Background: an optimization exercise with open tools, aiming at small area. Do not read the settings as production practice.
Function was checked by simulation only, so behaviour that the tests miss may differ from the original.
The clock port is modelled as an ideal driver, which makes a skipped or thinned clock tree look cheaper than it is; a real chip needs a root buffer or a tree.
No activity file was given, so power comes from the tool's default toggle rates.

## frequency_meter
module frequency_meter #(parameter INVERT_RST = 1, DEBOUNCE_THRESHOLD = 5000, SEGMENTOS = 7, BIT_SIZE = 20, FREQ = 1, DATA_IN_SIZE = 6)(
    input clk,                     
    input rst,                     
    input signal_in,               
    output [0:SEGMENTOS-1] un, dec, cen, un_millar, dec_millar, cen_millar
);
    reg        prev_rst;
    reg        prev_sig;
    reg        first;              
    reg  [4:0] step;               
    reg [21:0] period;             
    reg [21:0] rem_n;              
    reg [22:0] work;               
    reg [22:0] shown;              
    wire clear = prev_rst & ~rst;            
    wire rise  = signal_in & ~prev_sig;      
    wire low4  = |step[3:0];
    wire idle  = ~low4 & ~step[4];
    wire last  = ~low4 & step[4];
    wire [4:0] step_next = {step[3:0], ((step[4] ^ step[2]) & low4) | rise};
    localparam [31:0] DBITS = 32'h53cf9800;
    wire dbit = DBITS[step];
    genvar i;
    wire [22:0] pc;
    wire [21:0] period_inc;
    assign pc[0] = idle;
    generate for (i = 0; i < 22; i = i + 1) begin : g_period
        assign period_inc[i] = period[i] ^ pc[i];
        assign pc[i+1]       = period[i] & pc[i];
    end endgenerate
    wire [22:0] trial_n = {rem_n, ~dbit};
    wire [22:0] sum;
    wire [23:0] cy;
    assign cy[0] = 1'b0;
    generate for (i = 0; i < 23; i = i + 1) begin : g_sub
        wire pb = (i < 22) ? period[i] : 1'b0;
        assign sum[i]  = trial_n[i] ^ pb ^ cy[i];
        assign cy[i+1] = (trial_n[i] & pb) | (trial_n[i] & cy[i]) | (pb & cy[i]);
    end endgenerate
    wire qbit = ~cy[23] & ~idle;
    wire [22:0] adj;
    assign adj[22:20] = work[22:20];
    generate for (i = 0; i < 5; i = i + 1) begin : g_dabble
        bcd_dabble_digit DIG (.en(~idle), .d(work[4*i+3:4*i]), .q(adj[4*i+3:4*i]));
    end endgenerate
    always @(posedge clk) begin
        prev_rst <= rst;
        prev_sig <= signal_in;
        step     <= step_next;
        period   <= last ? 22'd31 : period_inc;
        rem_n    <= qbit ? sum[21:0] : trial_n[21:0];
        work     <= {adj[21:0], qbit};
        if (clear || (last && !first))
            shown <= work;
        if (clear)
            first <= 1'b1;
        else if (last)
            first <= 1'b0;
    end
  ...
==> flow/config.mk <==
export PLATFORM = sky130hd
export DESIGN_NAME = frequency_meter
export DESIGN_NICKNAME = frequency_meter
export VERILOG_FILES = /design/flow/design.v
export SDC_FILE = /design/flow/constraint.sdc
export NUM_CORES = 4
export LEC_CHECK = 0
export CAP_MARGIN = 20
export CORE_MARGIN = 2
export CORE_UTILIZATION = 70
export SLEW_MARGIN = 20
export SYNTH_HIERARCHICAL = 1
==> flow/constraint.sdc <==
create_clock -name core_clock -period 140.0 [get_ports {clk}]
set_input_delay 28.0000 -clock core_clock [delete_from_list [all_inputs] [get_ports {clk}]]
set_output_delay 28.0000 -clock core_clock [all_outputs]
set_load 0.01 [all_outputs]
standard.sh (not shown) runs the stock make flow with config.mk's settings and CLKGATE_MAP_FILE= SYNTH_SCRIPT=/design/flow/synth_recipe.tcl, a recipe that flattens the netlist after the stock synthesis.
==> flow/flow/run.sh <==
#!/bin/bash
# Own layout flow: the standard ORFS flow (standard.sh) with changes that
# only cut cell area:
#  - synthesis is the standard flow's (synth_recipe.tcl) except that abc maps the logic
#    with an area script (abc_area.script) instead of ORFS's delay script,
#    and adder cells are extracted only in the top module (see synth.tcl);
#    the registers are the standard synthesis's;
#  - the port buffers use the smallest buffer cell (buf_1);
#  - before the post-placement repair, every logic cell is set to the
#    smallest drive strength of its kind (repair_design then fixes any slew or
#    capacitance violation this makes);
#  - clock tree synthesis adds no dummy loads, and its tree is then rebuilt
#    as one level of 4 buffers (clockmerge.tcl).
set -euo pipefail
cd "$(dirname "$0")/.."
work=$(pwd)
export BUFFER_PORTS_ARGS="-buffer_cell sky130_fd_sc_hd__buf_1"
export PRE_RESIZE_TCL=$work/flow/downsize.tcl
export POST_CTS_TCL=$work/flow/clockmerge.tcl
export CTS_ARGS="-sink_clustering_enable -repair_clock_nets -dont_use_dummy_load"
sed "s#SYNTH_SCRIPT=[^ ]*#SYNTH_SCRIPT=$work/flow/synth.tcl#" standard.sh > own_synth.sh
bash own_synth.sh synth > synth.log 2>&1
bash standard.sh > standard.log 2>&1
Other scripts of this flow, unchanged in this note and not shown: flow/flow/abc_area.script, flow/flow/clockmerge.tcl, flow/flow/downsize.tcl, flow/flow/synth.tcl
The starting point completed without violations.
Rerun with:
- CAP_MARGIN: 20 -> 0
- CORE_UTILIZATION: 70 -> 80
- GPL_TIMING_DRIVEN: unset -> 0
- SLEW_MARGIN: 20 -> 0
Die area came out lower by 12%.
Wire length came out higher by 56%.
Register-to-register slack loses 1.1 ns.
Synthesized cell count stays the same.
Critical path depth is unchanged.
Via count came out higher by about 12%.
Rerun with:
- CORE_UTILIZATION: 80 -> 70
- GPL_TIMING_DRIVEN: 0 -> unset
Final area hardly moves.
Sequential power drops by about 3%.
Fmax climbs by 0.68%.
Via count drops by 12%.
Flip-flop and latch count does not change.
Cell count climbs by 1.3%.
Worst hold slack loses 0.0040 ns.
Wire length drops by 37%.
Global-route usage drops by 15 points.
No run of this note takes its clock network from TritonCTS; it comes from the design's own scripts or RTL.

-- port drivers added, routing unchanged --
The results above use ideal ports. As a check the final layouts listed here were re-extracted and re-timed, cells and wires unchanged. Step 1 assumes that a clkbuf_16 drives the clock port and a buf_2 every other input. Step 2 times the ports against the registers' clock, not the clock port: input delays grow and output delays shrink by t, the midpoint of the rising clock arrivals with the driver on. Three values: ideal, step 1, step 2; two values: the first two.
run	t, ns	setup slack, ns	worst data-port slew with drivers (ns)	cell pins on the clock port's net
the first run	0.207	110.544 / 110.461 / 110.668	0.03	4
the second run	0.204	110.374 / 110.297 / 110.501	0.05	4
the third run	0.203	110.572 / 110.495 / 110.697	0.03	4
After both steps every run listed still meets setup and hold.
